From an optimization exercise on the open Yosys and OpenROAD flow, aimed at small area and a short achievable clock period; shortcuts taken in it are not production practice. Function not checked in this run: the RTL went through the layout flow alone. No activity file was given, so power comes from the tool's default toggle rates.

==> flow/design.v <==
module aish_merge #(
	parameter NB = 16
) (
	input  [8*NB-1:0] a,
	input  [8*NB-1:0] b,
	input  [8*NB-1:0] c,
	input  [NB-1:0]   sa,
	input  [NB-1:0]   sb,
	input  [NB-1:0]   sc,
	output [8*NB-1:0] y
);
	genvar j;
	generate
		for (j = 0; j < NB; j = j + 1) begin : g_byte
			assign y[8*j +: 8] = ~((a[8*j +: 8] & {8{sa[j]}}) |
			                       (b[8*j +: 8] & {8{sb[j]}}) |
			                       (c[8*j +: 8] & {8{sc[j]}}));
		end
	endgenerate
endmodule
module aish_rot #(
	parameter NB  = 16,
	parameter SH  = 1,
	parameter INV = 1,
	parameter SN  = 0
) (
	input  [8*NB-1:0] a,
	input             s,
	output [8*NB-1:0] y
);
	wire [8*NB-1:0] r = {a[8*SH-1:0], a[8*NB-1:8*SH]};
	wire [8*NB-1:0] m = (SN ? ~s : s) ? r : a;
	assign y = INV ? ~m : m;
endmodule
module aish_sort4 (
	input  [3:0] v,
	output [3:0] t
);
	assign t[0] = |v;
	assign t[1] = (v[0] & v[1]) | (v[0] & v[2]) | (v[0] & v[3]) |
	              (v[1] & v[2]) | (v[1] & v[3]) | (v[2] & v[3]);
	assign t[2] = (v[0] & v[1] & v[2]) | (v[0] & v[1] & v[3]) |
	              (v[0] & v[2] & v[3]) | (v[1] & v[2] & v[3]);
	assign t[3] = &v;
endmodule
module aish_tadd #(
	parameter N = 4
) (
	input  [N-1:0]   a,
	input  [N-1:0]   b,
	output [2*N-1:0] c
);
	wire [N:0] ae = {a, 1'b1};
	wire [N:0] be = {b, 1'b1};
	genvar m, i;
	generate
		for (m = 1; m <= 2 * N; m = m + 1) begin : g_m
			wire [N:0] term;
			for (i = 0; i <= N; i = i + 1) begin : g_i
				if (m - i >= 0 && m - i <= N)
					assign term[i] = ae[i] & be[m-i];
				else
					assign term[i] = 1'b0;
			end
			assign c[m-1] = |term;
		end
	endgenerate
endmodule
module aish_thermo16 (
	input  [15:0] x,
	output [15:0] t
);
	wire [3:0] n0, n1, n2, n3;
	wire [7:0] h0, h1;
	aish_sort4 u_n0 (.v(x[3:0]),   .t(n0));
	aish_sort4 u_n1 (.v(x[7:4]),   .t(n1));
	aish_sort4 u_n2 (.v(x[11:8]),  .t(n2));
	aish_sort4 u_n3 (.v(x[15:12]), .t(n3));
	aish_tadd #(.N(4)) u_h0 (.a(n0), .b(n1), .c(h0));
	aish_tadd #(.N(4)) u_h1 (.a(n2), .b(n3), .c(h1));
	aish_tadd #(.N(8)) u_t  (.a(h0), .b(h1), .c(t));
endmodule
module aish_rot2 #(
	parameter NB  = 16,
	parameter SH  = 1,
	parameter INV = 1
) (
	input  [8*NB-1:0] a,
	input             s_n,
	input             s_p,
	output [8*NB-1:0] y
);
	localparam HB = 4 * NB;
	wire [8*NB-1:0] r = {a[8*SH-1:0], a[8*NB-1:8*SH]};
	wire [8*NB-1:0] m = {s_p ? r[8*NB-1:HB] : a[8*NB-1:HB], ~s_n ? r[HB-1:0] : a[HB-1:0]};
	assign y = INV ? ~m : m;
endmodule
module aish_sel #(
	parameter NB = 16
) (
	input  [NB-1:0] t,
	input  [NB-1:0] h,
	input           up,
	output [NB-1:0] sa,
	output [NB-1:0] sb,
	output [NB-1:0] sc
);
	assign sa = up ? ~t : ~h;
	assign sb = {NB{up}} & t;
	assign sc = {NB{~up}} & h;
endmodule
module axi_stream_insert_header #(
	parameter DATA_WD = 128,
	parameter DATA_BYTE_WD = DATA_WD / 8
) (
	input                           clk,
	input                           rst_n,
	input                           valid_in,
	input      [DATA_WD-1 : 0]      data_in,
	input      [DATA_BYTE_WD-1 : 0] keep_in,
	input                           last_in,
	output reg                      ready_in,
	input                           valid_insert,
	input      [DATA_WD-1 : 0]      header_insert,
	input      [DATA_BYTE_WD-1 : 0] keep_insert,
	output reg                      ready_insert,
	output                          valid_out,
	output     [DATA_WD-1 : 0]      data_out,
	output     [DATA_BYTE_WD-1 : 0] keep_out,
	output                          last_out,
	input                           ready_out
);
	localparam NB = DATA_BYTE_WD;
	reg               rdy_prev;    
	reg               rdy_prev2;   
	reg [DATA_WD-1:0] data_d;      
	reg [DATA_WD-1:0] merged_n;    
	reg [4:0]         hdr_cnt;     
	reg [4:0]         keep_cnt;    
	reg [5:0]         end_cnt;     
	reg [2:0]         rot_n;       
	reg [2:0]         rot_p;       
	wire [1:0] in_c2 [0:7];
	wire [2:0] in_c4 [0:3];
	wire [3:0] in_c8 [0:1];
	genvar g;
	generate
		for (g = 0; g < 8; g = g + 1) begin : g_c2
			assign in_c2[g] = keep_in[2*g] + keep_in[2*g+1];
		end
		for (g = 0; g < 4; g = g + 1) begin : g_c4
			assign in_c4[g] = in_c2[2*g] + in_c2[2*g+1];
		end
		for (g = 0; g < 2; g = g + 1) begin : g_c8
			assign in_c8[g] = in_c4[2*g] + in_c4[2*g+1];
		end
	endgenerate
	wire [4:0] in_cnt = in_c8[0] + in_c8[1];
	wire start = ready_out & valid_insert & valid_in;
	wire up    = ready_in & ~rdy_prev;
	wire [4:0] shift;
	wire [15:0] ins_t;
	aish_thermo16 u_ins_t (.x(keep_insert), .t(ins_t));
	wire [4:0] ins_cnt;
	assign ins_cnt[4] = ins_t[15];
	assign ins_cnt[3] = ins_t[7] & ~ins_t[15];
	assign ins_cnt[2] = (ins_t[3] & ~ins_t[7]) | (ins_t[11] & ~ins_t[15]);
	assign ins_cnt[1] = (ins_t[1] & ~ins_t[3]) | (ins_t[5] & ~ins_t[7]) |
	                    (ins_t[9] & ~ins_t[11]) | (ins_t[13] & ~ins_t[15]);
	assign ins_cnt[0] = (ins_t[0] & ~ins_t[1]) | (ins_t[2] & ~ins_t[3]) |
	                    (ins_t[4] & ~ins_t[5]) | (ins_t[6] & ~ins_t[7]) |
	                    (ins_t[8] & ~ins_t[9]) | (ins_t[10] & ~ins_t[11]) |
	                    (ins_t[12] & ~ins_t[13]) | (ins_t[14] & ~ins_t[15]);
	assign shift = up ? ins_cnt : hdr_cnt;
	reg [NB-1:0] hdr_low;
	integer j;
	always @(*) begin
		for (j = 0; j < NB; j = j + 1)
			hdr_low[j] = (hdr_cnt > j);
	end
	wire [NB-1:0] sel_in, sel_hdr, sel_prev;
	aish_sel #(.NB(NB)) u_sel (
		.t(ins_t), .h(hdr_low), .up(up),
		.sa(sel_in), .sb(sel_hdr), .sc(sel_prev));
	wire [DATA_WD-1:0] merged_n_d, merged_n_d8;
	aish_merge #(.NB(NB)) u_merge (
		.a(data_in), .b(header_insert), .c(data_d),
		.sa(sel_in), .sb(sel_hdr), .sc(sel_prev), .y(merged_n_d));
	aish_rot #(.NB(NB), .SH(1), .INV(0)) u_rot0 (.a(merged_n_d), .s(shift[0]), .y(merged_n_d8));
	wire [DATA_WD-1:0] r0, r1;
	aish_rot2 #(.NB(NB), .SH(2), .INV(1)) u_rot1 (.a(merged_n), .s_n(rot_n[0]), .s_p(rot_p[0]), .y(r0));
	aish_rot2 #(.NB(NB), .SH(4), .INV(1)) u_rot2 (.a(r0),       .s_n(rot_n[1]), .s_p(rot_p[1]), .y(r1));
	aish_rot2 #(.NB(NB), .SH(8), .INV(1)) u_rot3 (.a(r1),       .s_n(rot_n[2]), .s_p(rot_p[2]), .y(data_out));
	reg [NB-1:0] last_keep;
	integer k;
	always @(*) begin
		for (k = 0; k < NB; k = k + 1)
			last_keep[k] = (end_cnt >= 2 * NB - k);
	end
	assign valid_out = rdy_prev | rdy_prev2;
	assign last_out  = rdy_prev2 & ~rdy_prev;
	assign keep_out  = rdy_prev ? {NB{1'b1}} : last_keep;
	always @(posedge clk or negedge rst_n) begin
		if (~rst_n) begin
			ready_in     <= 1'b0;
			ready_insert <= 1'b0;
			rdy_prev     <= 1'b0;
			rdy_prev2    <= 1'b0;
		end else begin
			if (last_in)
				ready_in <= 1'b0;
			else if (start)
				ready_in <= 1'b1;
			if (ready_in)
				ready_insert <= 1'b0;
			else if (start)
				ready_insert <= 1'b1;
			rdy_prev  <= ready_in;
			rdy_prev2 <= rdy_prev;
		end
	end
	always @(posedge clk) begin
		data_d   <= data_in;
		merged_n <= merged_n_d8;
		rot_n    <= ~shift[3:1];
		rot_p    <= shift[3:1];
		if (up)
			hdr_cnt <= ins_cnt;
		keep_cnt <= in_cnt;
		end_cnt  <= hdr_cnt + keep_cnt;
	end
endmodule
==> flow/flow/run.sh <==
#!/bin/bash
# Standard layout, with plain buf_1 cells as the port buffers and timing repair aiming well below the period.
set -euo pipefail
bash standard.sh 'BUFFER_PORTS_ARGS=-buffer_cell sky130_fd_sc_hd__buf_1' SETUP_SLACK_MARGIN=22 finish > make.log 2>&1
==> flow/standard.sh <==
#!/bin/bash
# synth_recipe.tcl (not shown) runs the flow's synth.tcl, then flattens the netlist and writes it again
# the make line also repeats each setting of config.mk as NAME=value (left out here)
make -C /OpenROAD-flow-scripts/flow DESIGN_CONFIG=/design/flow/config.mk WORK_HOME=/design/flow/orfs CLKGATE_MAP_FILE= SYNTH_SCRIPT=/design/flow/synth_recipe.tcl "${@:-finish}"
==> flow/config.mk <==
export PLATFORM = sky130hd
export DESIGN_NAME = axi_stream_insert_header
export DESIGN_NICKNAME = axi_stream_insert_header
export VERILOG_FILES = /design/flow/design.v
export SDC_FILE = /design/flow/constraint.sdc
export NUM_CORES = 4
export LEC_CHECK = 0
export CAP_MARGIN = 20
export CORE_MARGIN = 2
export CORE_UTILIZATION = 60
export CTS_CLUSTER_DIAMETER = 90
export CTS_CLUSTER_SIZE = 24
export SLEW_MARGIN = 20
export SYNTH_HIERARCHICAL = 1
==> flow/constraint.sdc <==
create_clock -name core_clock -period 30.0 [get_ports {clk}]
set_input_delay 6.0000 -clock core_clock [delete_from_list [all_inputs] [get_ports {clk}]]
set_output_delay 6.0000 -clock core_clock [all_outputs]
set_load 0.01 [all_outputs]
==> qor.txt <==
LOGIC SYNTHESIS
--------------------------------------------------------------------------------
Post-synthesis instance area                                          0.0155 mm2
Count of synthesis-stage warnings from yosys                                   7
Number of register bits inferred by synthesis                                279
Synthesized netlist cell count                                              1352
Avg Inst Size Synth                                                     11.4 um2
Distinct cell type count of the synthesized netlist                           48
Leading register cell type out of synthesis                         sky130_fd_sc_hd__dfxtp_1
EDFF count, synth                                                              1
Proportion of synthesized chip area in sequential cells                    36.3%
Nets in the synthesized netlist                                             1667
Async set-reset flop share out of synthesis                                1.43%

ROUTE
--------------------------------------------------------------------------------
Uppermost routed layer                                                      met5
Wl on met1                                                              24700 um
Routed length on met2                                                   32500 um
Overall routed net length                                               80500 um
Vias per cell                                                               7.64
Initial DRT Pass Iterations                                                   17
DRC viols                                                                      0
Wire length on met3                                                     14000 um
Per-cell routed wire length                                              36.5 um
DRT antenna net count                                                          0
Initial drt markers                                                         3999
Vias                                                                       16.8k

WORST HOLD PATH
--------------------------------------------------------------------------------
Hold/Removal Path Class                                               reg -> reg
Hold path cells                                                                1

PLACED DESIGN
--------------------------------------------------------------------------------
Number of instances in the placed design                                    2010
Post-DP HPWL                                                            42100 um
IO buf count                                                                 441
GP Congestion                                                              0.966

GLOBAL ROUTING
--------------------------------------------------------------------------------
Total routing usage reported by global routing                             44.8%
GRT overflow                                                                   0
Vias in the first global route                                             14.0k
Maximum number of pins on one net before global-route repair                  64
Initial antenna violation count                                               10
Wire length of the first global-routing pass                            88700 um

CLOCKING
--------------------------------------------------------------------------------
Number of buffers inserted during clock tree synthesis                        15
CTS H-Tree Depth                                                               1
CTS Hold Bufs                                                                  0
Cell chosen for the clock root                                      sky130_fd_sc_hd__clkbuf_16
Later-pin clock latency in the skew report                               0.53 ns
Number of clock sinks                                                        279
CTS tree                                                                     yes
Number of buffers between clock root and the deepest sink                      3
Clock-pin slew on the worst setup and hold paths                         0.11 ns

STA
--------------------------------------------------------------------------------
Relative slew slack                                                        28.6%
Total of endpoints with negative setup slack in the final report               0
Final hold viol count                                                          0
Slew at the pin with the worst max-slew slack                            1.07 ns
Achievable frequency                                                   0.114 GHz
Hold_ws                                                                 0.452 ns
Max-slew violation count                                                       0
Share of the clock period used by the worst path                           29.2%
Total negative slack                                                        0 ns
Setup repair after global routing missed its margin                          yes
Shortest clock period the worst path allows after layout                 8.77 ns
Worst clock skew                                                       0.0332 ns

WORST SETUP PATH
--------------------------------------------------------------------------------
Logic depth of the worst path, buffers included                               10
Most frequent cell on the critical path                             sky130_fd_sc_hd__buf_4
Max Fanout on Critical Path                                                    8
WP buf/inv                                                                     3
WP data arrival                                                          9.23 ns
Cell class contributing the biggest share of worst-path delay       compound AO/OA/AOI/OAI gates
Category of the worst setup path launch point                         input port
Cell chain of the critical path                                     buf_6, or4_4, a211o_4, a22oi_2, nand4_1, buf_4, buf_4, and2_1, a222oi_1, mux2_4
Crit end category                                                           flop
Worst endpoint required time                                            30.46 ns
Slowest cell delay on critical path                                      0.78 ns
Cell with the biggest individual delay on the critical path         sky130_fd_sc_hd__a222oi_1
Startpoint-to-endpoint class of the critical path                      in -> reg
Worst r2r path cells                                                           6

POWER AND IR DROP
--------------------------------------------------------------------------------
Leakage power figure                                                     9.44 nW
Cell area power density                                               109 mW/mm2
Worst vdd ir                                                           0.0735 mV

FLOORPLAN
--------------------------------------------------------------------------------
Overall die area                                                      0.0271 mm2
Standard-cell rows                                                            58
Floorplan Core Area                                                   0.0253 mm2
Chip Width                                                                165 um
Die Ht                                                                    165 um
Number of top-level pins                                                     442
Starting utilization of the core area                                      61.2%

JOB
--------------------------------------------------------------------------------
Number of maximum-capacitance constraint violations                            0

LAYOUT
--------------------------------------------------------------------------------
Fraction of the core area covered by cells at the end of the flow          87.6%
Layout cell share with drive strength beyond 1                             40.4%
Area grow syn2layout                                                       43.0%
Non-filler cells, final                                                     2204
Final Net Count                                                             2179

STATUS
--------------------------------------------------------------------------------
Status                                                              finished clean

## timing repair
| action | 4_1_cts | 5_1_grt |
|---|---|---|
| cloned | 28 | 4 |
| endpoints found under the setup margin | 264 | 265 |
| resized for setup | 266 | 460 |
| buffers inserted | 87 | 48 |
| pin swaps | 59 | 62 |
## worst paths after layout
path / from / endpoint / slack (ns)
worst max-delay path: keep_insert[5] / merged_n[66]$_DFF_P_ / 21.23
worst min-delay path: keep_cnt[0]$_DFF_P_ / end_cnt[0]$_DFF_P_ / 0.45
worst max register to register: rdy_prev$_DFF_PN0_ / merged_n[127]$_DFF_P_ / 26.48
worst min register to register: keep_cnt[0]$_DFF_P_ / end_cnt[0]$_DFF_P_ / 0.45
max in group asynchronous: rst_n / rdy_prev$_DFF_PN0_ / 24.52
min in group asynchronous: rst_n / ready_insert$_DFFE_PN0P_ / 5.31
## cell usage after synthesis (19+ instances only)
library cell               count  share of area (%)
sky130_fd_sc_hd__a211oi_1     21                1.0
sky130_fd_sc_hd__a222oi_1    135                8.7
sky130_fd_sc_hd__a22oi_1      28                1.4
sky130_fd_sc_hd__and2_1       19               0.77
sky130_fd_sc_hd__buf_2        20               0.65
sky130_fd_sc_hd__buf_6        19                1.4
sky130_fd_sc_hd__buf_8        37                3.6
sky130_fd_sc_hd__dfxtp_1     274                 35
sky130_fd_sc_hd__inv_1        46                1.1
sky130_fd_sc_hd__mux2_2      128                9.3
sky130_fd_sc_hd__mux2i_1     400                 26
sky130_fd_sc_hd__nand2_1      34               0.83
sky130_fd_sc_hd__o21ai_0      19               0.61
## cell type report
class | instances | area, um2
clock inverters | 2 | 13.8
flip-flops and latches | 279 | 5640
clock buffers | 16 | 379
multi-input cells | 911 | 11200
well taps | 330 | 413
fillers | 1125 | 3130
diodes | 9 | 22.5
inverters | 46 | 180
repair buffers | 611 | 4320
## layer usage
layer  global-route usage, %  vias to the layer above
met3                    13.7                      762
met2                    69.6                     2016
li1                        -                     6300
met1                    53.0                     7742
met4                    31.2                       10
met5                       0                        -
## per-module statistics from Yosys, one instance, submodules excluded, excerpt
module                    flops+latches  cells  cell area [um2]  times used
aish_sort4                            0      8             55.1           4
axi_stream_insert_header            279    446             6720           1
## report_power, final
| part | leakage, nW | internal [mW] | switching (mW) |
|---|---|---|---|
| clock | 0.194 | 0.0918 | 0.127 |
| sequential | 2.37 | 0.452 | 0.178 |
| combinational | 6.87 | 0.741 | 0.821 |
| total | 9.44 | 1.28 | 1.13 |
## worst register-to-register path: cells and delay by family (launching register included)
kind	cells	cell delay [ns]
compound gates	1	1.00
mux	2	0.83
flops	1	0.45
buf+inv	2	0.79
simple gates	1	0.42
## cells by family after synthesis
logic type,share of synthesized area (%)
muxes,35.2
DFF,36.3
AOI/OAI and AO/OA,13.6
buffers and inverters,8.42
and+or+nand+nor,4.00
adders and majority gates,2.23
xor gates and xnor gates,0.226
## cells in the final DEF (no fill, tap or decap), types with 9 or more instances in the layout
master,n
sky130_fd_sc_hd__buf_4,85
sky130_fd_sc_hd__nor2_1,10
sky130_fd_sc_hd__diode_2,9
sky130_fd_sc_hd__ha_1,9
sky130_fd_sc_hd__nor2b_1,17
sky130_fd_sc_hd__dfxtp_1,268
sky130_fd_sc_hd__a22oi_2,14
sky130_fd_sc_hd__mux2i_4,115
sky130_fd_sc_hd__a211oi_1,10
sky130_fd_sc_hd__mux2i_1,190
sky130_fd_sc_hd__a22oi_1,14
sky130_fd_sc_hd__o21ai_0,18
sky130_fd_sc_hd__buf_12,27
sky130_fd_sc_hd__buf_2,126
sky130_fd_sc_hd__nand2_2,10
sky130_fd_sc_hd__mux2_4,128
sky130_fd_sc_hd__buf_16,32
sky130_fd_sc_hd__clkbuf_16,19
sky130_fd_sc_hd__nand2_1,24
sky130_fd_sc_hd__buf_1,301
sky130_fd_sc_hd__mux2i_2,95
sky130_fd_sc_hd__a222oi_1,135
sky130_fd_sc_hd__buf_6,28
sky130_fd_sc_hd__inv_1,34
sky130_fd_sc_hd__inv_2,10
sky130_fd_sc_hd__and2_1,18
## sequential cells by signal (all words and copies together), names as in the netlist, 2 cells and up
name / count
keep_cnt: 5
merged_n: 128
hdr_cnt: 3
rot_p: 2
data_d: 128
end_cnt: 6
rot_n: 3
## metrics by stage
stage	area (um2)	total power, mW	setup slack [ns]
after global placement	17000	1.46	20.53
final	22100	2.41	21.23
after global routing	22100	2.42	21.19
after CTS	20000	1.94	21.45
after floorplan	16100	1.23	21.08
after detailed placement	17000	1.47	20.47

afterwards: timing with drivers on the ports:
In the flow no input, the clock included, has a driving cell. The finished layout below was timed again as built, in two steps. Step 1 assumes that a clkbuf_16 drives the clock port and a buf_2 every other input. Step 2 adds t to the input delays and takes it off the output delays; t is the mean of the earliest and latest rising clock arrival at the registers after step 1. Input paths then give back, and output paths get back, about the clock's delay inside the block. a / b / c = ideal / step 1 / step 2; a / b = the first two.
shift t [ns]: 0.567
slack for setup (ns): 21.235 / 21.191 / 20.694
worst setup path after step 2: input to register
After both steps setup and hold are still met in this run. For this run, drivers alone change the setup slack by -0.044 ns; drivers and shift together by -0.541 ns.
